Context: an optimization exercise on an open-source flow, tuned for small area, a short achievable clock period and few clock cycles per item. The choices shown serve that exercise and are no tape-out recipe.
No functional check of the RTL was part of any run shown here.

==> flow/design.v (outline; a module is shown in full before it is edited, if it fits) <==
// module sqrt_binary_search: 880 lines
module sqrt_binary_search (
    input  logic        clk,
    input  logic        rst,         
    input  logic        valid_in,
    input  logic [15:0] x,           
    output logic [15:0] x_sqrt,      
    output logic        valid_out
);
  // ...
==> flow/flow/run.sh <==
#!/bin/bash
# The standard layout (standard.sh), with two changes:
#  - no adder-cell mapping in synthesis (ADDER_MAP_FILE empty): ABC maps the
#    adders from plain gates instead of the slow ha/fa cells;
#  - buf_2 cells as the port buffers (buffer_ports otherwise picks the slow
#    clkdlybuf4s50_1).
set -e
export ADDER_MAP_FILE=
export BUFFER_PORTS_ARGS="-buffer_cell sky130_fd_sc_hd__buf_2"
bash standard.sh > standard.log 2>&1
==> flow/standard.sh <==
#!/bin/bash
# synth_recipe.tcl (not shown) runs the flow's synth.tcl, then flattens the netlist and writes it again
# the make line also repeats each setting of config.mk as NAME=value (left out here)
make -C /OpenROAD-flow-scripts/flow DESIGN_CONFIG=/design/flow/config.mk WORK_HOME=/design/flow/orfs CLKGATE_MAP_FILE= SYNTH_SCRIPT=/design/flow/synth_recipe.tcl "${@:-finish}"
==> flow/config.mk <==
export PLATFORM = sky130hd
export DESIGN_NAME = sqrt_binary_search
export DESIGN_NICKNAME = sqrt_binary_search
export VERILOG_FILES = /design/flow/design.v
export SDC_FILE = /design/flow/constraint.sdc
export NUM_CORES = 4
export LEC_CHECK = 0
export ABC_AREA = 1
export CAP_MARGIN = 20
export CORE_MARGIN = 2
export CORE_UTILIZATION = 40
export SETUP_SLACK_MARGIN = 1.5
export SLEW_MARGIN = 20
==> flow/constraint.sdc <==
create_clock -name core_clock -period 11.0 [get_ports {clk}]
set_input_delay 2.2000 -clock core_clock [delete_from_list [all_inputs] [get_ports {clk}]]
set_output_delay 2.2000 -clock core_clock [all_outputs]
set_load 0.01 [all_outputs]
==> results.py, run 1 <==
metrics = {
    "drt": {
        "met1_length_um": 3771,
        "wl_met3_um": 223,
        "wl_um": 8406,
        "detail_route.wl_per_cell_um": 11.33,
        "detail_route.iter0.violations": 103,
        "vias_per_cell": 4.829,
    },
    "sta": {
        "setup_tns_ps": 0,
        "setup_violations": 0,
        "worst_slack_ps": 2517,
    },
    "logic_synthesis": {
        "yosys.cell_count.top_type": "nand2_1",
        "yosysSeqAreaShare": 0.09894,
        "synth.top_cells.by_count": "187 x nand2_1, 79 x inv_1, 60 x xor2_1",
        "synth-compound-area-share": 0.07592,
        "synth_ff_type": "dfxtp_1",
        "yosysWarnings": 1,
        "synth.area.top_cells": "nand2_1 19%, xor2_1 14%, dfxtp_1 9.9%",
        "synth_cells": 605,
    },
    "floorplan": {
        "core-area_um2": 8763,
        "die_h_um": 99.43,
    },
    "cts": {
        "clk_path_buf_depth": 2,
        "clkTransAtPathRegs_ps": 70,
        "cts_hold_buf": 0,
        "h-tree-depth": 1,
        "clock-sinks": 18,
    },
    "setup_path": {
        "worstSetupPathType": "reg2out",
        "path_common_cell": "nand2_1",
        "startpoint_type": "flop",
        "cp-startpoint": "q_r[2]",
    },
    "finish": {
        "nNonClkBuffers": 31,
        "multiInputGateArea_um2": 2878,
        "reg.largest.list": "q_r: 9 flops, r_r: 8 flops, v_r: 1 flops",
        "num-fill-cells": 949,
        "diodes": 0,
    },
    "outcome": {
        "status": "timing/DRC/antenna clean",
    },
    "global_route": {
        "grt_pass1_vias": 3355,
        "grtUsageTotal": 0.1782,
        "top_usage_layer": "met2",
        "grt_max_degree": 16,
    },
    "placed_design": {
        "dp_cells": 738,
    },
    "min_path": {
        "holdPathEnd": "v_r",
    },
}
==> run 2: changes to the inputs <==
--- a/flow/design.v
+++ b/flow/design.v
@@ -40,21 +40,30 @@
     assign s_p1_1[2] = s_p1_0[2];
     assign s_g1_1[3] = s_g1_0[3] | (s_p1_0[3] & s_g1_0[2]);
     assign s_p1_1[3] = s_p1_0[3] & s_p1_0[2];
     wire [3:0] s_g1_2, s_p1_2;
     assign s_g1_2[0] = s_g1_1[0];
     assign s_p1_2[0] = s_p1_1[0];
     assign s_g1_2[1] = s_g1_1[1];
     assign s_p1_2[1] = s_p1_1[1];
-    assign s_g1_2[2] = s_g1_1[2] | (s_p1_1[2] & s_g1_1[1]);
-    assign s_p1_2[2] = s_p1_1[2] & s_p1_1[1];
+    assign s_g1_2[2] = s_g1_1[2];
+    assign s_p1_2[2] = s_p1_1[2];
     assign s_g1_2[3] = s_g1_1[3] | (s_p1_1[3] & s_g1_1[1]);
     assign s_p1_2[3] = s_p1_1[3] & s_p1_1[1];
-    wire [3:0] s_c1 = {s_g1_2[2:0], 1'b0};
+    wire [3:0] s_g1_3, s_p1_3;
+    assign s_g1_3[0] = s_g1_2[0];
+    assign s_p1_3[0] = s_p1_2[0];
+    assign s_g1_3[1] = s_g1_2[1];
+    assign s_p1_3[1] = s_p1_2[1];
+    assign s_g1_3[2] = s_g1_2[2] | (s_p1_2[2] & s_g1_2[1]);
+    assign s_p1_3[2] = s_p1_2[2] & s_p1_2[1];
+    assign s_g1_3[3] = s_g1_2[3];
+    assign s_p1_3[3] = s_p1_2[3];
+    wire [3:0] s_c1 = {s_g1_3[2:0], 1'b0};
     wire [3:0] s_r2 = s_a1 ^ (s_o1 ^ s_c1);
     wire [1:0] s_q2 = {s_q1, ~s_r2[3]};
     wire [4:0] s_a2 = {s_r2[2:0], x[11:10]};
     wire [4:0] s_o2 = {s_q2[0], s_q2 ^ {2{s_q2[0]}}, 2'b11};
     wire [4:0] s_g2_0 = s_a2 & s_o2;
     wire [4:0] s_p2_0 = s_a2 | s_o2;
     wire [4:0] s_g2_1, s_p2_1;
     assign s_g2_1[0] = s_g2_0[0];
@@ -67,29 +76,29 @@
     assign s_p2_1[3] = s_p2_0[3] & s_p2_0[2];
     assign s_g2_1[4] = s_g2_0[4];
     assign s_p2_1[4] = s_p2_0[4];
     wire [4:0] s_g2_2, s_p2_2;
     assign s_g2_2[0] = s_g2_1[0];
     assign s_p2_2[0] = s_p2_1[0];
     assign s_g2_2[1] = s_g2_1[1];
     assign s_p2_2[1] = s_p2_1[1];
-    assign s_g2_2[2] = s_g2_1[2] | (s_p2_1[2] & s_g2_1[1]);
-    assign s_p2_2[2] = s_p2_1[2] & s_p2_1[1];
+    assign s_g2_2[2] = s_g2_1[2];
+    assign s_p2_2[2] = s_p2_1[2];
     assign s_g2_2[3] = s_g2_1[3] | (s_p2_1[3] & s_g2_1[1]);
     assign s_p2_2[3] = s_p2_1[3] & s_p2_1[1];
     assign s_g2_2[4] = s_g2_1[4];
     assign s_p2_2[4] = s_p2_1[4];
     wire [4:0] s_g2_3, s_p2_3;
     assign s_g2_3[0] = s_g2_2[0];
     assign s_p2_3[0] = s_p2_2[0];
     assign s_g2_3[1] = s_g2_2[1];
     assign s_p2_3[1] = s_p2_2[1];
-    assign s_g2_3[2] = s_g2_2[2];
-    assign s_p2_3[2] = s_p2_2[2];
+    assign s_g2_3[2] = s_g2_2[2] | (s_p2_2[2] & s_g2_2[1]);
+    assign s_p2_3[2] = s_p2_2[2] & s_p2_2[1];
     assign s_g2_3[3] = s_g2_2[3];
     assign s_p2_3[3] = s_p2_2[3];
     assign s_g2_3[4] = s_g2_2[4] | (s_p2_2[4] & s_g2_2[3]);
     assign s_p2_3[4] = s_p2_2[4] & s_p2_2[3];
     wire [4:0] s_c2 = {s_g2_3[3:0], 1'b0};
     wire [4:0] s_r3 = s_a2 ^ (s_o2 ^ s_c2);
     wire [2:0] s_q3 = {s_q2, ~s_r3[4]};
     wire [5:0] s_a3 = {s_r3[3:0], x[9:8]};
@@ -109,38 +118,51 @@
     assign s_p3_1[4] = s_p3_0[4];
     assign s_g3_1[5] = s_g3_0[5] | (s_p3_0[5] & s_g3_0[4]);
     assign s_p3_1[5] = s_p3_0[5] & s_p3_0[4];
     wire [5:0] s_g3_2, s_p3_2;
     assign s_g3_2[0] = s_g3_1[0];
     assign s_p3_2[0] = s_p3_1[0];
     assign s_g3_2[1] = s_g3_1[1];
     assign s_p3_2[1] = s_p3_1[1];
-    assign s_g3_2[2] = s_g3_1[2] | (s_p3_1[2] & s_g3_1[1]);
-    assign s_p3_2[2] = s_p3_1[2] & s_p3_1[1];
+    assign s_g3_2[2] = s_g3_1[2];
+    assign s_p3_2[2] = s_p3_1[2];
     assign s_g3_2[3] = s_g3_1[3] | (s_p3_1[3] & s_g3_1[1]);
     assign s_p3_2[3] = s_p3_1[3] & s_p3_1[1];
     assign s_g3_2[4] = s_g3_1[4];
     assign s_p3_2[4] = s_p3_1[4];
     assign s_g3_2[5] = s_g3_1[5];
     assign s_p3_2[5] = s_p3_1[5];
     wire [5:0] s_g3_3, s_p3_3;
     assign s_g3_3[0] = s_g3_2[0];
     assign s_p3_3[0] = s_p3_2[0];
     assign s_g3_3[1] = s_g3_2[1];
     assign s_p3_3[1] = s_p3_2[1];
     assign s_g3_3[2] = s_g3_2[2];
     assign s_p3_3[2] = s_p3_2[2];
     assign s_g3_3[3] = s_g3_2[3];
     assign s_p3_3[3] = s_p3_2[3];
-    assign s_g3_3[4] = s_g3_2[4] | (s_p3_2[4] & s_g3_2[3]);
-    assign s_p3_3[4] = s_p3_2[4] & s_p3_2[3];
+    assign s_g3_3[4] = s_g3_2[4];
+    assign s_p3_3[4] = s_p3_2[4];
     assign s_g3_3[5] = s_g3_2[5] | (s_p3_2[5] & s_g3_2[3]);
     assign s_p3_3[5] = s_p3_2[5] & s_p3_2[3];
-    wire [5:0] s_c3 = {s_g3_3[4:0], 1'b0};
+    wire [5:0] s_g3_4, s_p3_4;
+    assign s_g3_4[0] = s_g3_3[0];
+    assign s_p3_4[0] = s_p3_3[0];
+    assign s_g3_4[1] = s_g3_3[1];
+    assign s_p3_4[1] = s_p3_3[1];
+    assign s_g3_4[2] = s_g3_3[2] | (s_p3_3[2] & s_g3_3[1]);
+    assign s_p3_4[2] = s_p3_3[2] & s_p3_3[1];
+    assign s_g3_4[3] = s_g3_3[3];
+    assign s_p3_4[3] = s_p3_3[3];
+    assign s_g3_4[4] = s_g3_3[4] | (s_p3_3[4] & s_g3_3[3]);
+    assign s_p3_4[4] = s_p3_3[4] & s_p3_3[3];
+    assign s_g3_4[5] = s_g3_3[5];
+    assign s_p3_4[5] = s_p3_3[5];
+    wire [5:0] s_c3 = {s_g3_4[4:0], 1'b0};
     wire [5:0] s_r4 = s_a3 ^ (s_o3 ^ s_c3);
     wire [3:0] s_q4 = {s_q3, ~s_r4[5]};
     wire [6:0] s_a4 = {s_r4[4:0], x[7:6]};
     wire [6:0] s_o4 = {s_q4[0], s_q4 ^ {4{s_q4[0]}}, 2'b11};
     wire [6:0] s_g4_0 = s_a4 & s_o4;
     wire [6:0] s_p4_0 = s_a4 | s_o4;
     wire [6:0] s_g4_1, s_p4_1;
     assign s_g4_1[0] = s_g4_0[0];
@@ -157,42 +179,57 @@
     assign s_p4_1[5] = s_p4_0[5] & s_p4_0[4];
     assign s_g4_1[6] = s_g4_0[6];
     assign s_p4_1[6] = s_p4_0[6];
     wire [6:0] s_g4_2, s_p4_2;
     assign s_g4_2[0] = s_g4_1[0];
     assign s_p4_2[0] = s_p4_1[0];
     assign s_g4_2[1] = s_g4_1[1];
     assign s_p4_2[1] = s_p4_1[1];
-    assign s_g4_2[2] = s_g4_1[2] | (s_p4_1[2] & s_g4_1[1]);
-    assign s_p4_2[2] = s_p4_1[2] & s_p4_1[1];
+    assign s_g4_2[2] = s_g4_1[2];
+    assign s_p4_2[2] = s_p4_1[2];
     assign s_g4_2[3] = s_g4_1[3] | (s_p4_1[3] & s_g4_1[1]);
     assign s_p4_2[3] = s_p4_1[3] & s_p4_1[1];
     assign s_g4_2[4] = s_g4_1[4];
     assign s_p4_2[4] = s_p4_1[4];
     assign s_g4_2[5] = s_g4_1[5];
     assign s_p4_2[5] = s_p4_1[5];
-    assign s_g4_2[6] = s_g4_1[6] | (s_p4_1[6] & s_g4_1[5]);
-    assign s_p4_2[6] = s_p4_1[6] & s_p4_1[5];
+    assign s_g4_2[6] = s_g4_1[6];
+    assign s_p4_2[6] = s_p4_1[6];
     wire [6:0] s_g4_3, s_p4_3;
     assign s_g4_3[0] = s_g4_2[0];
     assign s_p4_3[0] = s_p4_2[0];
     assign s_g4_3[1] = s_g4_2[1];
     assign s_p4_3[1] = s_p4_2[1];
     assign s_g4_3[2] = s_g4_2[2];
     assign s_p4_3[2] = s_p4_2[2];
     assign s_g4_3[3] = s_g4_2[3];
     assign s_p4_3[3] = s_p4_2[3];
-    assign s_g4_3[4] = s_g4_2[4] | (s_p4_2[4] & s_g4_2[3]);
-    assign s_p4_3[4] = s_p4_2[4] & s_p4_2[3];
+    assign s_g4_3[4] = s_g4_2[4];
+    assign s_p4_3[4] = s_p4_2[4];
     assign s_g4_3[5] = s_g4_2[5] | (s_p4_2[5] & s_g4_2[3]);
     assign s_p4_3[5] = s_p4_2[5] & s_p4_2[3];
-    assign s_g4_3[6] = s_g4_2[6] | (s_p4_2[6] & s_g4_2[3]);
-    assign s_p4_3[6] = s_p4_2[6] & s_p4_2[3];
-    wire [6:0] s_c4 = {s_g4_3[5:0], 1'b0};
+    assign s_g4_3[6] = s_g4_2[6];
+    assign s_p4_3[6] = s_p4_2[6];
+    wire [6:0] s_g4_4, s_p4_4;
+    assign s_g4_4[0] = s_g4_3[0];
+    assign s_p4_4[0] = s_p4_3[0];
+    assign s_g4_4[1] = s_g4_3[1];
+    assign s_p4_4[1] = s_p4_3[1];
+    assign s_g4_4[2] = s_g4_3[2] | (s_p4_3[2] & s_g4_3[1]);
+    assign s_p4_4[2] = s_p4_3[2] & s_p4_3[1];
+    assign s_g4_4[3] = s_g4_3[3];
+    assign s_p4_4[3] = s_p4_3[3];
+    assign s_g4_4[4] = s_g4_3[4] | (s_p4_3[4] & s_g4_3[3]);
+    assign s_p4_4[4] = s_p4_3[4] & s_p4_3[3];
+    assign s_g4_4[5] = s_g4_3[5];
+    assign s_p4_4[5] = s_p4_3[5];
+    assign s_g4_4[6] = s_g4_3[6] | (s_p4_3[6] & s_g4_3[5]);
+    assign s_p4_4[6] = s_p4_3[6] & s_p4_3[5];
+    wire [6:0] s_c4 = {s_g4_4[5:0], 1'b0};
     wire [6:0] s_r5 = s_a4 ^ (s_o4 ^ s_c4);
     wire [4:0] s_q5 = {s_q4, ~s_r5[6]};
     wire [7:0] s_a5 = {s_r5[5:0], x[5:4]};
     wire [7:0] s_o5 = {s_q5[0], s_q5 ^ {5{s_q5[0]}}, 2'b11};
     wire [7:0] s_g5_0 = s_a5 & s_o5;
     wire [7:0] s_p5_0 = s_a5 | s_o5;
     wire [7:0] s_g5_1, s_p5_1;
     assign s_g5_1[0] = s_g5_0[0];
@@ -211,46 +248,80 @@
     assign s_p5_1[6] = s_p5_0[6];
     assign s_g5_1[7] = s_g5_0[7] | (s_p5_0[7] & s_g5_0[6]);
     assign s_p5_1[7] = s_p5_0[7] & s_p5_0[6];
     wire [7:0] s_g5_2, s_p5_2;
     assign s_g5_2[0] = s_g5_1[0];
     assign s_p5_2[0] = s_p5_1[0];
     assign s_g5_2[1] = s_g5_1[1];
     assign s_p5_2[1] = s_p5_1[1];
-    assign s_g5_2[2] = s_g5_1[2] | (s_p5_1[2] & s_g5_1[1]);
-    assign s_p5_2[2] = s_p5_1[2] & s_p5_1[1];
+    assign s_g5_2[2] = s_g5_1[2];
+    assign s_p5_2[2] = s_p5_1[2];
     assign s_g5_2[3] = s_g5_1[3] | (s_p5_1[3] & s_g5_1[1]);
     assign s_p5_2[3] = s_p5_1[3] & s_p5_1[1];
     assign s_g5_2[4] = s_g5_1[4];
     assign s_p5_2[4] = s_p5_1[4];
     assign s_g5_2[5] = s_g5_1[5];
     assign s_p5_2[5] = s_p5_1[5];
-    assign s_g5_2[6] = s_g5_1[6] | (s_p5_1[6] & s_g5_1[5]);
-    assign s_p5_2[6] = s_p5_1[6] & s_p5_1[5];
+    assign s_g5_2[6] = s_g5_1[6];
+    assign s_p5_2[6] = s_p5_1[6];
     assign s_g5_2[7] = s_g5_1[7] | (s_p5_1[7] & s_g5_1[5]);
     assign s_p5_2[7] = s_p5_1[7] & s_p5_1[5];
     wire [7:0] s_g5_3, s_p5_3;
     assign s_g5_3[0] = s_g5_2[0];
     assign s_p5_3[0] = s_p5_2[0];
     assign s_g5_3[1] = s_g5_2[1];
     assign s_p5_3[1] = s_p5_2[1];
     assign s_g5_3[2] = s_g5_2[2];
     assign s_p5_3[2] = s_p5_2[2];
     assign s_g5_3[3] = s_g5_2[3];
     assign s_p5_3[3] = s_p5_2[3];
-    assign s_g5_3[4] = s_g5_2[4] | (s_p5_2[4] & s_g5_2[3]);
-    assign s_p5_3[4] = s_p5_2[4] & s_p5_2[3];
-    assign s_g5_3[5] = s_g5_2[5] | (s_p5_2[5] & s_g5_2[3]);
-    assign s_p5_3[5] = s_p5_2[5] & s_p5_2[3];
-    assign s_g5_3[6] = s_g5_2[6] | (s_p5_2[6] & s_g5_2[3]);
-    assign s_p5_3[6] = s_p5_2[6] & s_p5_2[3];
+    assign s_g5_3[4] = s_g5_2[4];
+    assign s_p5_3[4] = s_p5_2[4];
+    assign s_g5_3[5] = s_g5_2[5];
+    assign s_p5_3[5] = s_p5_2[5];
+    assign s_g5_3[6] = s_g5_2[6];
+    assign s_p5_3[6] = s_p5_2[6];
     assign s_g5_3[7] = s_g5_2[7] | (s_p5_2[7] & s_g5_2[3]);
     assign s_p5_3[7] = s_p5_2[7] & s_p5_2[3];
-    wire [7:0] s_c5 = {s_g5_3[6:0], 1'b0};
+    wire [7:0] s_g5_4, s_p5_4;
+    assign s_g5_4[0] = s_g5_3[0];
+    assign s_p5_4[0] = s_p5_3[0];
+    assign s_g5_4[1] = s_g5_3[1];
+    assign s_p5_4[1] = s_p5_3[1];
+    assign s_g5_4[2] = s_g5_3[2];
+    assign s_p5_4[2] = s_p5_3[2];
+    assign s_g5_4[3] = s_g5_3[3];
+    assign s_p5_4[3] = s_p5_3[3];
+    assign s_g5_4[4] = s_g5_3[4];
+    assign s_p5_4[4] = s_p5_3[4];
+    assign s_g5_4[5] = s_g5_3[5] | (s_p5_3[5] & s_g5_3[3]);
+    assign s_p5_4[5] = s_p5_3[5] & s_p5_3[3];
+    assign s_g5_4[6] = s_g5_3[6];
+    assign s_p5_4[6] = s_p5_3[6];
+    assign s_g5_4[7] = s_g5_3[7];
+    assign s_p5_4[7] = s_p5_3[7];
+    wire [7:0] s_g5_5, s_p5_5;
+    assign s_g5_5[0] = s_g5_4[0];
+    assign s_p5_5[0] = s_p5_4[0];
+    assign s_g5_5[1] = s_g5_4[1];
+    assign s_p5_5[1] = s_p5_4[1];
+    assign s_g5_5[2] = s_g5_4[2] | (s_p5_4[2] & s_g5_4[1]);
+    assign s_p5_5[2] = s_p5_4[2] & s_p5_4[1];
+    assign s_g5_5[3] = s_g5_4[3];
+    assign s_p5_5[3] = s_p5_4[3];
+    assign s_g5_5[4] = s_g5_4[4] | (s_p5_4[4] & s_g5_4[3]);
+    assign s_p5_5[4] = s_p5_4[4] & s_p5_4[3];
+    assign s_g5_5[5] = s_g5_4[5];
+    assign s_p5_5[5] = s_p5_4[5];
+    assign s_g5_5[6] = s_g5_4[6] | (s_p5_4[6] & s_g5_4[5]);
+    assign s_p5_5[6] = s_p5_4[6] & s_p5_4[5];
+    assign s_g5_5[7] = s_g5_4[7];
+    assign s_p5_5[7] = s_p5_4[7];
+    wire [7:0] s_c5 = {s_g5_5[6:0], 1'b0};
     wire [7:0] s_r6 = s_a5 ^ (s_o5 ^ s_c5);
     wire [5:0] s_q6 = {s_q5, ~s_r6[7]};
     wire [8:0] s_a6 = {s_r6[6:0], x[3:2]};
     wire [8:0] s_o6 = {s_q6[0], s_q6 ^ {6{s_q6[0]}}, 2'b11};
     wire [8:0] s_g6_0 = s_a6 & s_o6;
     wire [8:0] s_p6_0 = s_a6 | s_o6;
     wire [8:0] s_g6_1, s_p6_1;
     assign s_g6_1[0] = s_g6_0[0];
@@ -271,69 +342,88 @@
     assign s_p6_1[7] = s_p6_0[7] & s_p6_0[6];
     assign s_g6_1[8] = s_g6_0[8];
     assign s_p6_1[8] = s_p6_0[8];
     wire [8:0] s_g6_2, s_p6_2;
     assign s_g6_2[0] = s_g6_1[0];
     assign s_p6_2[0] = s_p6_1[0];
     assign s_g6_2[1] = s_g6_1[1];
     assign s_p6_2[1] = s_p6_1[1];
-    assign s_g6_2[2] = s_g6_1[2] | (s_p6_1[2] & s_g6_1[1]);
-    assign s_p6_2[2] = s_p6_1[2] & s_p6_1[1];
+    assign s_g6_2[2] = s_g6_1[2];
+    assign s_p6_2[2] = s_p6_1[2];
     assign s_g6_2[3] = s_g6_1[3] | (s_p6_1[3] & s_g6_1[1]);
     assign s_p6_2[3] = s_p6_1[3] & s_p6_1[1];
     assign s_g6_2[4] = s_g6_1[4];
     assign s_p6_2[4] = s_p6_1[4];
     assign s_g6_2[5] = s_g6_1[5];
     assign s_p6_2[5] = s_p6_1[5];
-    assign s_g6_2[6] = s_g6_1[6] | (s_p6_1[6] & s_g6_1[5]);
-    assign s_p6_2[6] = s_p6_1[6] & s_p6_1[5];
+    assign s_g6_2[6] = s_g6_1[6];
+    assign s_p6_2[6] = s_p6_1[6];
     assign s_g6_2[7] = s_g6_1[7] | (s_p6_1[7] & s_g6_1[5]);
     assign s_p6_2[7] = s_p6_1[7] & s_p6_1[5];
     assign s_g6_2[8] = s_g6_1[8];
     assign s_p6_2[8] = s_p6_1[8];
     wire [8:0] s_g6_3, s_p6_3;
     assign s_g6_3[0] = s_g6_2[0];
     assign s_p6_3[0] = s_p6_2[0];
     assign s_g6_3[1] = s_g6_2[1];
     assign s_p6_3[1] = s_p6_2[1];
     assign s_g6_3[2] = s_g6_2[2];
     assign s_p6_3[2] = s_p6_2[2];
     assign s_g6_3[3] = s_g6_2[3];
     assign s_p6_3[3] = s_p6_2[3];
-    assign s_g6_3[4] = s_g6_2[4] | (s_p6_2[4] & s_g6_2[3]);
-    assign s_p6_3[4] = s_p6_2[4] & s_p6_2[3];
-    assign s_g6_3[5] = s_g6_2[5] | (s_p6_2[5] & s_g6_2[3]);
-    assign s_p6_3[5] = s_p6_2[5] & s_p6_2[3];
-    assign s_g6_3[6] = s_g6_2[6] | (s_p6_2[6] & s_g6_2[3]);
-    assign s_p6_3[6] = s_p6_2[6] & s_p6_2[3];
+    assign s_g6_3[4] = s_g6_2[4];
+    assign s_p6_3[4] = s_p6_2[4];
+    assign s_g6_3[5] = s_g6_2[5];
+    assign s_p6_3[5] = s_p6_2[5];
+    assign s_g6_3[6] = s_g6_2[6];
+    assign s_p6_3[6] = s_p6_2[6];
     assign s_g6_3[7] = s_g6_2[7] | (s_p6_2[7] & s_g6_2[3]);
     assign s_p6_3[7] = s_p6_2[7] & s_p6_2[3];
     assign s_g6_3[8] = s_g6_2[8];
     assign s_p6_3[8] = s_p6_2[8];
     wire [8:0] s_g6_4, s_p6_4;
     assign s_g6_4[0] = s_g6_3[0];
     assign s_p6_4[0] = s_p6_3[0];
     assign s_g6_4[1] = s_g6_3[1];
     assign s_p6_4[1] = s_p6_3[1];
     assign s_g6_4[2] = s_g6_3[2];
     assign s_p6_4[2] = s_p6_3[2];
     assign s_g6_4[3] = s_g6_3[3];
     assign s_p6_4[3] = s_p6_3[3];
     assign s_g6_4[4] = s_g6_3[4];
     assign s_p6_4[4] = s_p6_3[4];
-    assign s_g6_4[5] = s_g6_3[5];
-    assign s_p6_4[5] = s_p6_3[5];
+    assign s_g6_4[5] = s_g6_3[5] | (s_p6_3[5] & s_g6_3[3]);
+    assign s_p6_4[5] = s_p6_3[5] & s_p6_3[3];
     assign s_g6_4[6] = s_g6_3[6];
     assign s_p6_4[6] = s_p6_3[6];
     assign s_g6_4[7] = s_g6_3[7];
     assign s_p6_4[7] = s_p6_3[7];
-    assign s_g6_4[8] = s_g6_3[8] | (s_p6_3[8] & s_g6_3[7]);
-    assign s_p6_4[8] = s_p6_3[8] & s_p6_3[7];
-    wire [8:0] s_c6 = {s_g6_4[7:0], 1'b0};
+    assign s_g6_4[8] = s_g6_3[8];
+    assign s_p6_4[8] = s_p6_3[8];
+    wire [8:0] s_g6_5, s_p6_5;
+    assign s_g6_5[0] = s_g6_4[0];
+    assign s_p6_5[0] = s_p6_4[0];
+    assign s_g6_5[1] = s_g6_4[1];
+    assign s_p6_5[1] = s_p6_4[1];
+    assign s_g6_5[2] = s_g6_4[2] | (s_p6_4[2] & s_g6_4[1]);
+    assign s_p6_5[2] = s_p6_4[2] & s_p6_4[1];
+    assign s_g6_5[3] = s_g6_4[3];
+    assign s_p6_5[3] = s_p6_4[3];
+    assign s_g6_5[4] = s_g6_4[4] | (s_p6_4[4] & s_g6_4[3]);
+    assign s_p6_5[4] = s_p6_4[4] & s_p6_4[3];
+    assign s_g6_5[5] = s_g6_4[5];
+    assign s_p6_5[5] = s_p6_4[5];
+    assign s_g6_5[6] = s_g6_4[6] | (s_p6_4[6] & s_g6_4[5]);
+    assign s_p6_5[6] = s_p6_4[6] & s_p6_4[5];
+    assign s_g6_5[7] = s_g6_4[7];
+    assign s_p6_5[7] = s_p6_4[7];
+    assign s_g6_5[8] = s_g6_4[8] | (s_p6_4[8] & s_g6_4[7]);
+    assign s_p6_5[8] = s_p6_4[8] & s_p6_4[7];
+    wire [8:0] s_c6 = {s_g6_5[7:0], 1'b0};
     wire [8:0] s_r7 = s_a6 ^ (s_o6 ^ s_c6);
     wire [6:0] s_q7 = {s_q6, ~s_r7[8]};
     wire [9:0] s_a7 = {s_r7[7:0], x[1:0]};
     wire [9:0] s_o7 = {s_q7[0], s_q7 ^ {7{s_q7[0]}}, 2'b11};
     wire [9:0] s_g7_0 = s_a7 & s_o7;
     wire [9:0] s_p7_0 = s_a7 | s_o7;
     wire [9:0] s_g7_1, s_p7_1;
     assign s_g7_1[0] = s_g7_0[0];
@@ -356,47 +446,47 @@
     assign s_p7_1[8] = s_p7_0[8];
     assign s_g7_1[9] = s_g7_0[9] | (s_p7_0[9] & s_g7_0[8]);
     assign s_p7_1[9] = s_p7_0[9] & s_p7_0[8];
     wire [9:0] s_g7_2, s_p7_2;
     assign s_g7_2[0] = s_g7_1[0];
     assign s_p7_2[0] = s_p7_1[0];
     assign s_g7_2[1] = s_g7_1[1];
     assign s_p7_2[1] = s_p7_1[1];
-    assign s_g7_2[2] = s_g7_1[2] | (s_p7_1[2] & s_g7_1[1]);
-    assign s_p7_2[2] = s_p7_1[2] & s_p7_1[1];
+    assign s_g7_2[2] = s_g7_1[2];
+    assign s_p7_2[2] = s_p7_1[2];
     assign s_g7_2[3] = s_g7_1[3] | (s_p7_1[3] & s_g7_1[1]);
     assign s_p7_2[3] = s_p7_1[3] & s_p7_1[1];
     assign s_g7_2[4] = s_g7_1[4];
     assign s_p7_2[4] = s_p7_1[4];
     assign s_g7_2[5] = s_g7_1[5];
     assign s_p7_2[5] = s_p7_1[5];
-    assign s_g7_2[6] = s_g7_1[6] | (s_p7_1[6] & s_g7_1[5]);
-    assign s_p7_2[6] = s_p7_1[6] & s_p7_1[5];
+    assign s_g7_2[6] = s_g7_1[6];
+    assign s_p7_2[6] = s_p7_1[6];
     assign s_g7_2[7] = s_g7_1[7] | (s_p7_1[7] & s_g7_1[5]);
     assign s_p7_2[7] = s_p7_1[7] & s_p7_1[5];
     assign s_g7_2[8] = s_g7_1[8];
     assign s_p7_2[8] = s_p7_1[8];
     assign s_g7_2[9] = s_g7_1[9];
     assign s_p7_2[9] = s_p7_1[9];
     wire [9:0] s_g7_3, s_p7_3;
     assign s_g7_3[0] = s_g7_2[0];
     assign s_p7_3[0] = s_p7_2[0];
     assign s_g7_3[1] = s_g7_2[1];
     assign s_p7_3[1] = s_p7_2[1];
     assign s_g7_3[2] = s_g7_2[2];
     assign s_p7_3[2] = s_p7_2[2];
     assign s_g7_3[3] = s_g7_2[3];
     assign s_p7_3[3] = s_p7_2[3];
-    assign s_g7_3[4] = s_g7_2[4] | (s_p7_2[4] & s_g7_2[3]);
-    assign s_p7_3[4] = s_p7_2[4] & s_p7_2[3];
-    assign s_g7_3[5] = s_g7_2[5] | (s_p7_2[5] & s_g7_2[3]);
-    assign s_p7_3[5] = s_p7_2[5] & s_p7_2[3];
-    assign s_g7_3[6] = s_g7_2[6] | (s_p7_2[6] & s_g7_2[3]);
-    assign s_p7_3[6] = s_p7_2[6] & s_p7_2[3];
+    assign s_g7_3[4] = s_g7_2[4];
+    assign s_p7_3[4] = s_p7_2[4];
+    assign s_g7_3[5] = s_g7_2[5];
+    assign s_p7_3[5] = s_p7_2[5];
+    assign s_g7_3[6] = s_g7_2[6];
+    assign s_p7_3[6] = s_p7_2[6];
     assign s_g7_3[7] = s_g7_2[7] | (s_p7_2[7] & s_g7_2[3]);
     assign s_p7_3[7] = s_p7_2[7] & s_p7_2[3];
     assign s_g7_3[8] = s_g7_2[8];
     assign s_p7_3[8] = s_p7_2[8];
     assign s_g7_3[9] = s_g7_2[9];
     assign s_p7_3[9] = s_p7_2[9];
     wire [9:0] s_g7_4, s_p7_4;
     assign s_g7_4[0] = s_g7_3[0];
@@ -404,139 +494,160 @@
     assign s_g7_4[1] = s_g7_3[1];
     assign s_p7_4[1] = s_p7_3[1];
     assign s_g7_4[2] = s_g7_3[2];
     assign s_p7_4[2] = s_p7_3[2];
     assign s_g7_4[3] = s_g7_3[3];
     assign s_p7_4[3] = s_p7_3[3];
     assign s_g7_4[4] = s_g7_3[4];
     assign s_p7_4[4] = s_p7_3[4];
-    assign s_g7_4[5] = s_g7_3[5];
-    assign s_p7_4[5] = s_p7_3[5];
+    assign s_g7_4[5] = s_g7_3[5] | (s_p7_3[5] & s_g7_3[3]);
+    assign s_p7_4[5] = s_p7_3[5] & s_p7_3[3];
     assign s_g7_4[6] = s_g7_3[6];
     assign s_p7_4[6] = s_p7_3[6];
     assign s_g7_4[7] = s_g7_3[7];
     assign s_p7_4[7] = s_p7_3[7];
-    assign s_g7_4[8] = s_g7_3[8] | (s_p7_3[8] & s_g7_3[7]);
-    assign s_p7_4[8] = s_p7_3[8] & s_p7_3[7];
+    assign s_g7_4[8] = s_g7_3[8];
+    assign s_p7_4[8] = s_p7_3[8];
     assign s_g7_4[9] = s_g7_3[9] | (s_p7_3[9] & s_g7_3[7]);
     assign s_p7_4[9] = s_p7_3[9] & s_p7_3[7];
-    wire [9:0] s_c7 = {s_g7_4[8:0], 1'b0};
+    wire [9:0] s_g7_5, s_p7_5;
+    assign s_g7_5[0] = s_g7_4[0];
+    assign s_p7_5[0] = s_p7_4[0];
+    assign s_g7_5[1] = s_g7_4[1];
+    assign s_p7_5[1] = s_p7_4[1];
+    assign s_g7_5[2] = s_g7_4[2] | (s_p7_4[2] & s_g7_4[1]);
+    assign s_p7_5[2] = s_p7_4[2] & s_p7_4[1];
+    assign s_g7_5[3] = s_g7_4[3];
+    assign s_p7_5[3] = s_p7_4[3];
+    assign s_g7_5[4] = s_g7_4[4] | (s_p7_4[4] & s_g7_4[3]);
+    assign s_p7_5[4] = s_p7_4[4] & s_p7_4[3];
+    assign s_g7_5[5] = s_g7_4[5];
+    assign s_p7_5[5] = s_p7_4[5];
+    assign s_g7_5[6] = s_g7_4[6] | (s_p7_4[6] & s_g7_4[5]);
+    assign s_p7_5[6] = s_p7_4[6] & s_p7_4[5];
+    assign s_g7_5[7] = s_g7_4[7];
+    assign s_p7_5[7] = s_p7_4[7];
+    assign s_g7_5[8] = s_g7_4[8] | (s_p7_4[8] & s_g7_4[7]);
+    assign s_p7_5[8] = s_p7_4[8] & s_p7_4[7];
+    assign s_g7_5[9] = s_g7_4[9];
+    assign s_p7_5[9] = s_p7_4[9];
+    wire [9:0] s_c7 = {s_g7_5[8:0], 1'b0};
     wire [9:0] s_r8 = s_a7 ^ (s_o7 ^ s_c7);
     wire [7:0] s_q8 = {s_q7, ~s_r8[9]};
-    wire [10:0] s_a8 = {s_r8[8:0], 2'b00};
-    wire [10:0] s_o8 = {s_q8[0], s_q8 ^ {8{s_q8[0]}}, 2'b11};
-    wire [10:0] s_g8_0 = s_a8 & s_o8;
-    wire [10:0] s_p8_0 = s_a8 | s_o8;
-    wire [10:0] s_g8_1, s_p8_1;
-    assign s_g8_1[0] = s_g8_0[0];
-    assign s_p8_1[0] = s_p8_0[0];
-    assign s_g8_1[1] = s_g8_0[1] | (s_p8_0[1] & s_g8_0[0]);
-    assign s_p8_1[1] = s_p8_0[1] & s_p8_0[0];
-    assign s_g8_1[2] = s_g8_0[2];
-    assign s_p8_1[2] = s_p8_0[2];
-    assign s_g8_1[3] = s_g8_0[3] | (s_p8_0[3] & s_g8_0[2]);
-    assign s_p8_1[3] = s_p8_0[3] & s_p8_0[2];
-    assign s_g8_1[4] = s_g8_0[4];
-    assign s_p8_1[4] = s_p8_0[4];
-    assign s_g8_1[5] = s_g8_0[5] | (s_p8_0[5] & s_g8_0[4]);
-    assign s_p8_1[5] = s_p8_0[5] & s_p8_0[4];
-    assign s_g8_1[6] = s_g8_0[6];
-    assign s_p8_1[6] = s_p8_0[6];
-    assign s_g8_1[7] = s_g8_0[7] | (s_p8_0[7] & s_g8_0[6]);
-    assign s_p8_1[7] = s_p8_0[7] & s_p8_0[6];
-    assign s_g8_1[8] = s_g8_0[8];
-    assign s_p8_1[8] = s_p8_0[8];
-    assign s_g8_1[9] = s_g8_0[9] | (s_p8_0[9] & s_g8_0[8]);
-    assign s_p8_1[9] = s_p8_0[9] & s_p8_0[8];
-    assign s_g8_1[10] = s_g8_0[10];
-    assign s_p8_1[10] = s_p8_0[10];
-    wire [10:0] s_g8_2, s_p8_2;
-    assign s_g8_2[0] = s_g8_1[0];
-    assign s_p8_2[0] = s_p8_1[0];
-    assign s_g8_2[1] = s_g8_1[1];
-    assign s_p8_2[1] = s_p8_1[1];
-    assign s_g8_2[2] = s_g8_1[2] | (s_p8_1[2] & s_g8_1[1]);
-    assign s_p8_2[2] = s_p8_1[2] & s_p8_1[1];
-    assign s_g8_2[3] = s_g8_1[3] | (s_p8_1[3] & s_g8_1[1]);
-    assign s_p8_2[3] = s_p8_1[3] & s_p8_1[1];
-    assign s_g8_2[4] = s_g8_1[4];
-    assign s_p8_2[4] = s_p8_1[4];
-    assign s_g8_2[5] = s_g8_1[5];
-    assign s_p8_2[5] = s_p8_1[5];
-    assign s_g8_2[6] = s_g8_1[6] | (s_p8_1[6] & s_g8_1[5]);
-    assign s_p8_2[6] = s_p8_1[6] & s_p8_1[5];
-    assign s_g8_2[7] = s_g8_1[7] | (s_p8_1[7] & s_g8_1[5]);
-    assign s_p8_2[7] = s_p8_1[7] & s_p8_1[5];
-    assign s_g8_2[8] = s_g8_1[8];
-    assign s_p8_2[8] = s_p8_1[8];
-    assign s_g8_2[9] = s_g8_1[9];
-    assign s_p8_2[9] = s_p8_1[9];
-    assign s_g8_2[10] = s_g8_1[10] | (s_p8_1[10] & s_g8_1[9]);
-    assign s_p8_2[10] = s_p8_1[10] & s_p8_1[9];
-    wire [10:0] s_g8_3, s_p8_3;
-    assign s_g8_3[0] = s_g8_2[0];
-    assign s_p8_3[0] = s_p8_2[0];
-    assign s_g8_3[1] = s_g8_2[1];
-    assign s_p8_3[1] = s_p8_2[1];
-    assign s_g8_3[2] = s_g8_2[2];
-    assign s_p8_3[2] = s_p8_2[2];
-    assign s_g8_3[3] = s_g8_2[3];
-    assign s_p8_3[3] = s_p8_2[3];
-    assign s_g8_3[4] = s_g8_2[4] | (s_p8_2[4] & s_g8_2[3]);
-    assign s_p8_3[4] = s_p8_2[4] & s_p8_2[3];
-    assign s_g8_3[5] = s_g8_2[5] | (s_p8_2[5] & s_g8_2[3]);
-    assign s_p8_3[5] = s_p8_2[5] & s_p8_2[3];
-    assign s_g8_3[6] = s_g8_2[6] | (s_p8_2[6] & s_g8_2[3]);
-    assign s_p8_3[6] = s_p8_2[6] & s_p8_2[3];
-    assign s_g8_3[7] = s_g8_2[7] | (s_p8_2[7] & s_g8_2[3]);
-    assign s_p8_3[7] = s_p8_2[7] & s_p8_2[3];
-    assign s_g8_3[8] = s_g8_2[8];
-    assign s_p8_3[8] = s_p8_2[8];
-    assign s_g8_3[9] = s_g8_2[9];
-    assign s_p8_3[9] = s_p8_2[9];
-    assign s_g8_3[10] = s_g8_2[10];
-    assign s_p8_3[10] = s_p8_2[10];
-    wire [10:0] s_g8_4, s_p8_4;
-    assign s_g8_4[0] = s_g8_3[0];
-    assign s_p8_4[0] = s_p8_3[0];
-    assign s_g8_4[1] = s_g8_3[1];
-    assign s_p8_4[1] = s_p8_3[1];
-    assign s_g8_4[2] = s_g8_3[2];
-    assign s_p8_4[2] = s_p8_3[2];
-    assign s_g8_4[3] = s_g8_3[3];
-    assign s_p8_4[3] = s_p8_3[3];
-    assign s_g8_4[4] = s_g8_3[4];
-    assign s_p8_4[4] = s_p8_3[4];
-    assign s_g8_4[5] = s_g8_3[5];
-    assign s_p8_4[5] = s_p8_3[5];
-    assign s_g8_4[6] = s_g8_3[6];
-    assign s_p8_4[6] = s_p8_3[6];
-    assign s_g8_4[7] = s_g8_3[7];
-    assign s_p8_4[7] = s_p8_3[7];
-    assign s_g8_4[8] = s_g8_3[8] | (s_p8_3[8] & s_g8_3[7]);
-    assign s_p8_4[8] = s_p8_3[8] & s_p8_3[7];
-    assign s_g8_4[9] = s_g8_3[9] | (s_p8_3[9] & s_g8_3[7]);
-    assign s_p8_4[9] = s_p8_3[9] & s_p8_3[7];
-    assign s_g8_4[10] = s_g8_3[10] | (s_p8_3[10] & s_g8_3[7]);
-    assign s_p8_4[10] = s_p8_3[10] & s_p8_3[7];
-    wire [10:0] s_c8 = {s_g8_4[9:0], 1'b0};
-    wire [10:0] s_r9 = s_a8 ^ (s_o8 ^ s_c8);
-    wire [8:0] s_q9 = {s_q8, ~s_r9[10]};
-    logic [8:0] q_r;
-    logic [10:0] r_r;
+    logic [7:0] q_r;
+    logic [9:0] r_r;
     logic v_r;
     always_ff @(posedge clk) begin
         if (rst) v_r <= 1'b0;
         else     v_r <= valid_in;
-        q_r <= s_q9;
-        r_r <= s_r9;
+        q_r <= s_q8;
+        r_r <= s_r8;
     end
-    wire [11:0] t_a9 = {r_r[9:0], 2'b00};
-    wire [11:0] t_o9 = {q_r[0], q_r ^ {9{q_r[0]}}, 2'b11};
+    wire [10:0] t_a8 = {r_r[8:0], 2'b00};
+    wire [10:0] t_o8 = {q_r[0], q_r ^ {8{q_r[0]}}, 2'b11};
+    wire [10:0] t_g8_0 = t_a8 & t_o8;
+    wire [10:0] t_p8_0 = t_a8 | t_o8;
+    wire [10:0] t_g8_1, t_p8_1;
+    assign t_g8_1[0] = t_g8_0[0];
+    assign t_p8_1[0] = t_p8_0[0];
+    assign t_g8_1[1] = t_g8_0[1] | (t_p8_0[1] & t_g8_0[0]);
+    assign t_p8_1[1] = t_p8_0[1] & t_p8_0[0];
+    assign t_g8_1[2] = t_g8_0[2];
+    assign t_p8_1[2] = t_p8_0[2];
+    assign t_g8_1[3] = t_g8_0[3] | (t_p8_0[3] & t_g8_0[2]);
+    assign t_p8_1[3] = t_p8_0[3] & t_p8_0[2];
+    assign t_g8_1[4] = t_g8_0[4];
+    assign t_p8_1[4] = t_p8_0[4];
+    assign t_g8_1[5] = t_g8_0[5] | (t_p8_0[5] & t_g8_0[4]);
+    assign t_p8_1[5] = t_p8_0[5] & t_p8_0[4];
+    assign t_g8_1[6] = t_g8_0[6];
+    assign t_p8_1[6] = t_p8_0[6];
+    assign t_g8_1[7] = t_g8_0[7] | (t_p8_0[7] & t_g8_0[6]);
+    assign t_p8_1[7] = t_p8_0[7] & t_p8_0[6];
+    assign t_g8_1[8] = t_g8_0[8];
+    assign t_p8_1[8] = t_p8_0[8];
+    assign t_g8_1[9] = t_g8_0[9] | (t_p8_0[9] & t_g8_0[8]);
+    assign t_p8_1[9] = t_p8_0[9] & t_p8_0[8];
+    assign t_g8_1[10] = t_g8_0[10];
+    assign t_p8_1[10] = t_p8_0[10];
+    wire [10:0] t_g8_2, t_p8_2;
+    assign t_g8_2[0] = t_g8_1[0];
+    assign t_p8_2[0] = t_p8_1[0];
+    assign t_g8_2[1] = t_g8_1[1];
+    assign t_p8_2[1] = t_p8_1[1];
+    assign t_g8_2[2] = t_g8_1[2] | (t_p8_1[2] & t_g8_1[1]);
+    assign t_p8_2[2] = t_p8_1[2] & t_p8_1[1];
+    assign t_g8_2[3] = t_g8_1[3] | (t_p8_1[3] & t_g8_1[1]);
+    assign t_p8_2[3] = t_p8_1[3] & t_p8_1[1];
+    assign t_g8_2[4] = t_g8_1[4];
+    assign t_p8_2[4] = t_p8_1[4];
+    assign t_g8_2[5] = t_g8_1[5];
+    assign t_p8_2[5] = t_p8_1[5];
+    assign t_g8_2[6] = t_g8_1[6] | (t_p8_1[6] & t_g8_1[5]);
+    assign t_p8_2[6] = t_p8_1[6] & t_p8_1[5];
+    assign t_g8_2[7] = t_g8_1[7] | (t_p8_1[7] & t_g8_1[5]);
+    assign t_p8_2[7] = t_p8_1[7] & t_p8_1[5];
+    assign t_g8_2[8] = t_g8_1[8];
+    assign t_p8_2[8] = t_p8_1[8];
+    assign t_g8_2[9] = t_g8_1[9];
+    assign t_p8_2[9] = t_p8_1[9];
+    assign t_g8_2[10] = t_g8_1[10] | (t_p8_1[10] & t_g8_1[9]);
+    assign t_p8_2[10] = t_p8_1[10] & t_p8_1[9];
+    wire [10:0] t_g8_3, t_p8_3;
+    assign t_g8_3[0] = t_g8_2[0];
+    assign t_p8_3[0] = t_p8_2[0];
+    assign t_g8_3[1] = t_g8_2[1];
+    assign t_p8_3[1] = t_p8_2[1];
+    assign t_g8_3[2] = t_g8_2[2];
+    assign t_p8_3[2] = t_p8_2[2];
+    assign t_g8_3[3] = t_g8_2[3];
+    assign t_p8_3[3] = t_p8_2[3];
+    assign t_g8_3[4] = t_g8_2[4] | (t_p8_2[4] & t_g8_2[3]);
+    assign t_p8_3[4] = t_p8_2[4] & t_p8_2[3];
+    assign t_g8_3[5] = t_g8_2[5] | (t_p8_2[5] & t_g8_2[3]);
+    assign t_p8_3[5] = t_p8_2[5] & t_p8_2[3];
+    assign t_g8_3[6] = t_g8_2[6] | (t_p8_2[6] & t_g8_2[3]);
+    assign t_p8_3[6] = t_p8_2[6] & t_p8_2[3];
+    assign t_g8_3[7] = t_g8_2[7] | (t_p8_2[7] & t_g8_2[3]);
+    assign t_p8_3[7] = t_p8_2[7] & t_p8_2[3];
+    assign t_g8_3[8] = t_g8_2[8];
+    assign t_p8_3[8] = t_p8_2[8];
+    assign t_g8_3[9] = t_g8_2[9];
+    assign t_p8_3[9] = t_p8_2[9];
+    assign t_g8_3[10] = t_g8_2[10];
+    assign t_p8_3[10] = t_p8_2[10];
+    wire [10:0] t_g8_4, t_p8_4;
+    assign t_g8_4[0] = t_g8_3[0];
+    assign t_p8_4[0] = t_p8_3[0];
+    assign t_g8_4[1] = t_g8_3[1];
+    assign t_p8_4[1] = t_p8_3[1];
+    assign t_g8_4[2] = t_g8_3[2];
+    assign t_p8_4[2] = t_p8_3[2];
+    assign t_g8_4[3] = t_g8_3[3];
+    assign t_p8_4[3] = t_p8_3[3];
+    assign t_g8_4[4] = t_g8_3[4];
+    assign t_p8_4[4] = t_p8_3[4];
+    assign t_g8_4[5] = t_g8_3[5];
+    assign t_p8_4[5] = t_p8_3[5];
+    assign t_g8_4[6] = t_g8_3[6];
+    assign t_p8_4[6] = t_p8_3[6];
+    assign t_g8_4[7] = t_g8_3[7];
+    assign t_p8_4[7] = t_p8_3[7];
+    assign t_g8_4[8] = t_g8_3[8] | (t_p8_3[8] & t_g8_3[7]);
+    assign t_p8_4[8] = t_p8_3[8] & t_p8_3[7];
+    assign t_g8_4[9] = t_g8_3[9] | (t_p8_3[9] & t_g8_3[7]);
+    assign t_p8_4[9] = t_p8_3[9] & t_p8_3[7];
+    assign t_g8_4[10] = t_g8_3[10] | (t_p8_3[10] & t_g8_3[7]);
+    assign t_p8_4[10] = t_p8_3[10] & t_p8_3[7];
+    wire [10:0] t_c8 = {t_g8_4[9:0], 1'b0};
+    wire [10:0] t_r9 = t_a8 ^ (t_o8 ^ t_c8);
+    wire [8:0] t_q9 = {q_r, ~t_r9[10]};
+    wire [11:0] t_a9 = {t_r9[9:0], 2'b00};
+    wire [11:0] t_o9 = {t_q9[0], t_q9 ^ {9{t_q9[0]}}, 2'b11};
     wire [11:0] t_g9_0 = t_a9 & t_o9;
     wire [11:0] t_p9_0 = t_a9 | t_o9;
     wire [11:0] t_g9_1, t_p9_1;
     assign t_g9_1[0] = t_g9_0[0];
     assign t_p9_1[0] = t_p9_0[0];
     assign t_g9_1[1] = t_g9_0[1] | (t_p9_0[1] & t_g9_0[0]);
     assign t_p9_1[1] = t_p9_0[1] & t_p9_0[0];
     assign t_g9_1[2] = t_g9_0[2];
@@ -631,17 +742,17 @@
     assign t_g9_4[9] = t_g9_3[9] | (t_p9_3[9] & t_g9_3[7]);
     assign t_p9_4[9] = t_p9_3[9] & t_p9_3[7];
     assign t_g9_4[10] = t_g9_3[10] | (t_p9_3[10] & t_g9_3[7]);
     assign t_p9_4[10] = t_p9_3[10] & t_p9_3[7];
     assign t_g9_4[11] = t_g9_3[11] | (t_p9_3[11] & t_g9_3[7]);
     assign t_p9_4[11] = t_p9_3[11] & t_p9_3[7];
     wire [11:0] t_c9 = {t_g9_4[10:0], 1'b0};
     wire [11:0] t_r10 = t_a9 ^ (t_o9 ^ t_c9);
-    wire [9:0] t_q10 = {q_r, ~t_r10[11]};
+    wire [9:0] t_q10 = {t_q9, ~t_r10[11]};
     wire [12:0] t_a10 = {t_r10[10:0], 2'b00};
     wire [12:0] t_o10 = {t_q10[0], t_q10 ^ {10{t_q10[0]}}, 2'b11};
     wire [12:0] t_g10_0 = t_a10 & t_o10;
     wire [12:0] t_p10_0 = t_a10 | t_o10;
     wire [12:0] t_g10_1, t_p10_1;
     assign t_g10_1[0] = t_g10_0[0];
     assign t_p10_1[0] = t_p10_0[0];
     assign t_g10_1[1] = t_g10_0[1] | (t_p10_0[1] & t_g10_0[0]);
==> flow/flow/run.sh (replaced) <==
#!/bin/bash
# The standard layout (standard.sh), with these changes:
#  - synthesis: no adder-cell mapping (ADDER_MAP_FILE empty), so ABC maps the
#    adders from plain gates instead of the slow ha/fa cells, and the final ABC
#    mapping uses flow/abc_iter.script (see flow/synth_iter.tcl);
#  - buf_2 cells as the port buffers (buffer_ports otherwise picks the slow
#    clkdlybuf4s50_1);
#  - setup repair only resizes cells (SETUP_MOVE_SEQUENCE=sizeup).
set -e
here=$(pwd)
export ADDER_MAP_FILE=
export BUFFER_PORTS_ARGS="-buffer_cell sky130_fd_sc_hd__buf_2"
export SETUP_MOVE_SEQUENCE=sizeup
bash standard.sh SYNTH_SCRIPT=$here/flow/synth_iter.tcl finish > standard.log 2>&1
==> flow/flow/abc_iter.script (new file) <==
strash
dch
map -B 0.9
strash
dch
map -B 0.9
strash
dch
map -B 0.9
strash
dch
map -B 0.9
strash
dch
map -B 0.9
strash
dch
map -B 0.9
strash
dch
map -B 0.9
strash
dch
map -B 0.9
topo
stime -c
buffer -c
upsize -c
dnsize -c
==> flow/flow/synth_iter.tcl (new file) <==
# The standard flow's synthesis (synth_recipe.tcl, which sources ORFS's synth.tcl) with one
# change: the final technology mapping runs ABC with abc_iter.script, which
# repeats ORFS's area script's strash/dch/map round 8 times before sizing.
# Everything before it (synth -nofsm -noshare, flip-flop mapping) and after it
# (flatten, renames) is the standard flow's own, so the registers are the standard ones.
set ::abc_iter_script [file normalize [file join [file dirname [info script]] abc_iter.script]]
set ::synth_recipe_tcl [file normalize [file join [file dirname [info script]] .. synth_recipe.tcl]]
proc abc {args} {
  set i [lsearch -exact $args -script]
  if {$i >= 0} { lset args [expr {$i + 1}] $::abc_iter_script }
  puts "abc: mapping with $::abc_iter_script"
  yosys abc {*}$args
}
source $::synth_recipe_tcl
--- a/flow/config.mk
+++ b/flow/config.mk
@@ -4,10 +4,12 @@
 export VERILOG_FILES = /design/flow/design.v
 export SDC_FILE = /design/flow/constraint.sdc
 export NUM_CORES = 4
 export LEC_CHECK = 0
 export ABC_AREA = 1
 export CAP_MARGIN = 20
 export CORE_MARGIN = 2
 export CORE_UTILIZATION = 40
-export SETUP_SLACK_MARGIN = 1.5
+export PLACE_DENSITY = 0.85
+export SETUP_SLACK_MARGIN = 3.5
 export SLEW_MARGIN = 20
+export TNS_END_PERCENT = 10
==> run 2 against run 1 <==
  * Still clean
  * Worst setup slack gained 1700 ps
  * Count of clock-buffer cells in the layout is the same
  * Hold slack lost 4.5 ps
  * Flip-flop and latch count is the same
  * Routed wire length shrank 0.18%
  * Critical endpoint unchanged
  * Highest routed layer unchanged
==> results.py, run 2 <==
metrics = {
    "floorplan": {
        "core-area_um2": 9684,
        "row_count": 36,
        "die-area_um2": 10690,
        "die_w_um": 103.4,
        "die_h_um": 103.4,
        "initial_core_util": 0.4080,
        "top_level_ports": 36,
    },
    "logic_synthesis": {
        "yosys.area_share.adder": 0,
        "synth_edf_count": 0,
        "yosys.cell_count.top_type": "nand2_1",
        "avgSynthCellArea_um2": 5.785,
        "synth-compound-area-share": 0.03230,
        "synth_top_cell_by_area": "nand2_1",
        "synth_ff_type": "dfxtp_1",
        "synth.area.top_cells": "nand2_1 24%, nand2_2 10%, nand3_1 10%",
        "synth_xor_area_frac": 0.1197,
        "synth-simple-area-share": 0.6529,
        "ys_ff_latch": 18,
        "yosysWarnings": 1,
        "synth_top_family_by_area": "simple AND/OR/NAND/NOR gates",
        "synth_mux_area_frac": 0,
        "yosysSeqAreaShare": 0.09120,
        "synth.distinct_cells": 37,
        "synth_async_sr_flop_share": 0,
        "synth_top_area_share": 0.2422,
        "synth_cells": 683,
        "synth.top_cells.by_count": "255 x nand2_1, 79 x nand3_1, 72 x inv_1",
        "syn_area_um2": 3951,
    },
    "finish": {
        "nNetsFinal": 735,
        "fin_cells": 848,
        "top_register": "r_r",
        "diodes": 0,
        "largest_register_ff_count": 9,
        "reg.largest.list": "r_r: 9 flops, q_r: 8 flops, v_r: 1 flops",
        "layout_commonest_cell": "nand2_1",
        "drive_gt1_frac": 0.2615,
        "area_growth_pct": 8.708,
        "design_area_um2": 4295,
        "final_cell_mix": "255 x nand2_1, 79 x nand3_1, 72 x inv_1",
    },
    "global_route": {
        "met1_usage": 0.2041,
        "grtUsageMet2": 0.3132,
        "use_met3": 0.008737,
        "grt_pass1_wl_um": 15280,
        "grt_max_degree": 13,
        "grt_pass1_vias": 3794,
        "top_usage_layer": "met2",
        "grt_overflow": 0,
        "grtUsageTotal": 0.1703,
        "antenna_found_initial": 0,
    },
    "min_path": {
        "min_path_type": "in2reg",
        "hp-start": "rst",
        "holdPathEnd": "v_r",
        "hold_depth": 2,
    },
    "setup_path": {
        "path_common_cell": "nand2_1",
        "cp.required_ps": 8800,
        "startpoint_type": "flop",
        "cp.arrival_ps": 4530,
        "critPathMaxStageDelay_ps": 500,
        "worst_path_max_delay_cell": "dfxtp_2",
        "worstSetupPathType": "reg2out",
        "end_kind": "output port",
        "path_max_fanout": 12,
    },
    "placed_design": {
        "placed_area_um2": 4239,
        "dp_cells": 844,
        "portBuffers": 31,
        "gp_congestion": 0.9452,
        "dp_hpwl_um": 7349,
    },
    "sta": {
        "hold_viol": 0,
        "hold_slack_ps": 2088,
        "finalCriticalPeriod_ps": 6734,
        "rsz0062_at_grt": "false",
        "final.period_utilization": 0.6122,
        "setup_tns_ps": 0,
        "slew_violations": 0,
        "setup_violations": 0,
        "fmax_mhz": 148.5,
    },
    "cts": {
        "cts_tree": "yes",
        "clkTransAtPathRegs_ps": 60,
        "clock-sinks": 18,
        "cts_root_buf": "clkbuf_8",
        "clk_path_buf_depth": 2,
        "cts_made_buffers": 3,
        "h-tree-depth": 1,
    },
    "drt": {
        "dr.pass1.iters": 4,
        "vias_per_cell": 4.708,
        "via_count": 3992,
        "detail_route.iter0.violations": 108,
        "wl_um": 8391,
        "drc": 0,
        "detail_route.wl_per_cell_um": 9.895,
        "ant_nets": 0,
    },
    "outcome": {
        "status": "timing/DRC/antenna clean",
    },
    "job": {
        "maxCapViolCount": 0,
    },
}
-- run 2: changes by cell type after synthesis, moves of 12 or more --
cell / change
a21oi_1: -12
nand2_1: +68
nand2_2: +39
nand3_1: +24
nand3_2: +15
nor2_1: -14
xor2_1: -30
-- run 2: cell type report --
cell class,count,area (um2)
Inverter,91,361.6
Multi-Input combinational cell,571,3196
Timing Repair Buffer,31,155.1
Tap cell,133,166.4
Sequential cell,18,361.6
Clock buffer,4,55.05
Fill cell,996,5389
-- run 2: repair_timing --
action,in CTS,in global routing
setup buffers,0,0
hold buffers,0,0
endpoints found under the setup margin,0,1
resized for setup,0,1
-- run 2: worst max path at each step --
stage	slack, ps	depth (start not counted)	startpoint	end
final	4270	37	q_r[0]	x_sqrt[0]
after global routing	3650	41	q_r[0]	x_sqrt[0]
after CTS	4070	37	q_r[0]	x_sqrt[0]
after detailed placement	4360	37	q_r[0]	x_sqrt[0]
after global placement	4480	38	q_r[0]	x_sqrt[0]
after floorplan	5050	39	q_r[0]	x_sqrt[0]
-- run 2: metal layers --
metal,wire length (um),part of all wire
met2,4117,0.49
met5,0,0
met4,249,0.030
met3,199,0.024
met1,3825,0.46
-- run 2: through the flow --
step,worst slack (ps),utilization
finish,4266,0.4435
CTS,4072,0.4434
global route,3652,0.4435
detailed placement,4360,0.4377
floorplan,5046,-
global placement,4485,0.4377
-- run 2: cell families after synthesis --
kind of cell,Yosys count
other cells,1
simple gates,496
xor+xnor,51
buf+inv,97
compound gates,20
flops,18
-- run 2: worst max-delay path: cells and delay by family, from the launching register on --
kind | cells | cell delay (ps)
xor gates and xnor gates | 1 | 180
buffers and inverters | 2 | 250
and+or+nand+nor | 34 | 3320
DFF | 1 | 500

## re-timing with driven ports
The flow's constraints put no driver on any port. The routed layouts listed below were extracted and timed again, unchanged, in two steps.
Step 1, drivers: a clkbuf_16 drives clk and a buf_2 each remaining input, both assumed.
Step 2 adds t to the input delays and takes it off the output delays; t is the mean of the earliest and latest rising clock arrival at the registers after step 1. Input paths then give back, and output paths get back, about the clock's delay inside the block.
a / b / c = ideal ports / drivers / drivers and shift; a / b = the first two.
| run | t, ns | setup slack, ns | hold WS [ns] |
|---|---|---|---|
| run 1 | 0.280 | 2.517 / 2.491 / 2.772 | 2.092 / 2.088 / 2.368 |
| run 2 | 0.282 | 4.266 / 4.239 / 4.521 | 2.088 / 2.081 / 2.363 |
After both steps setup and hold are still met in every run listed.
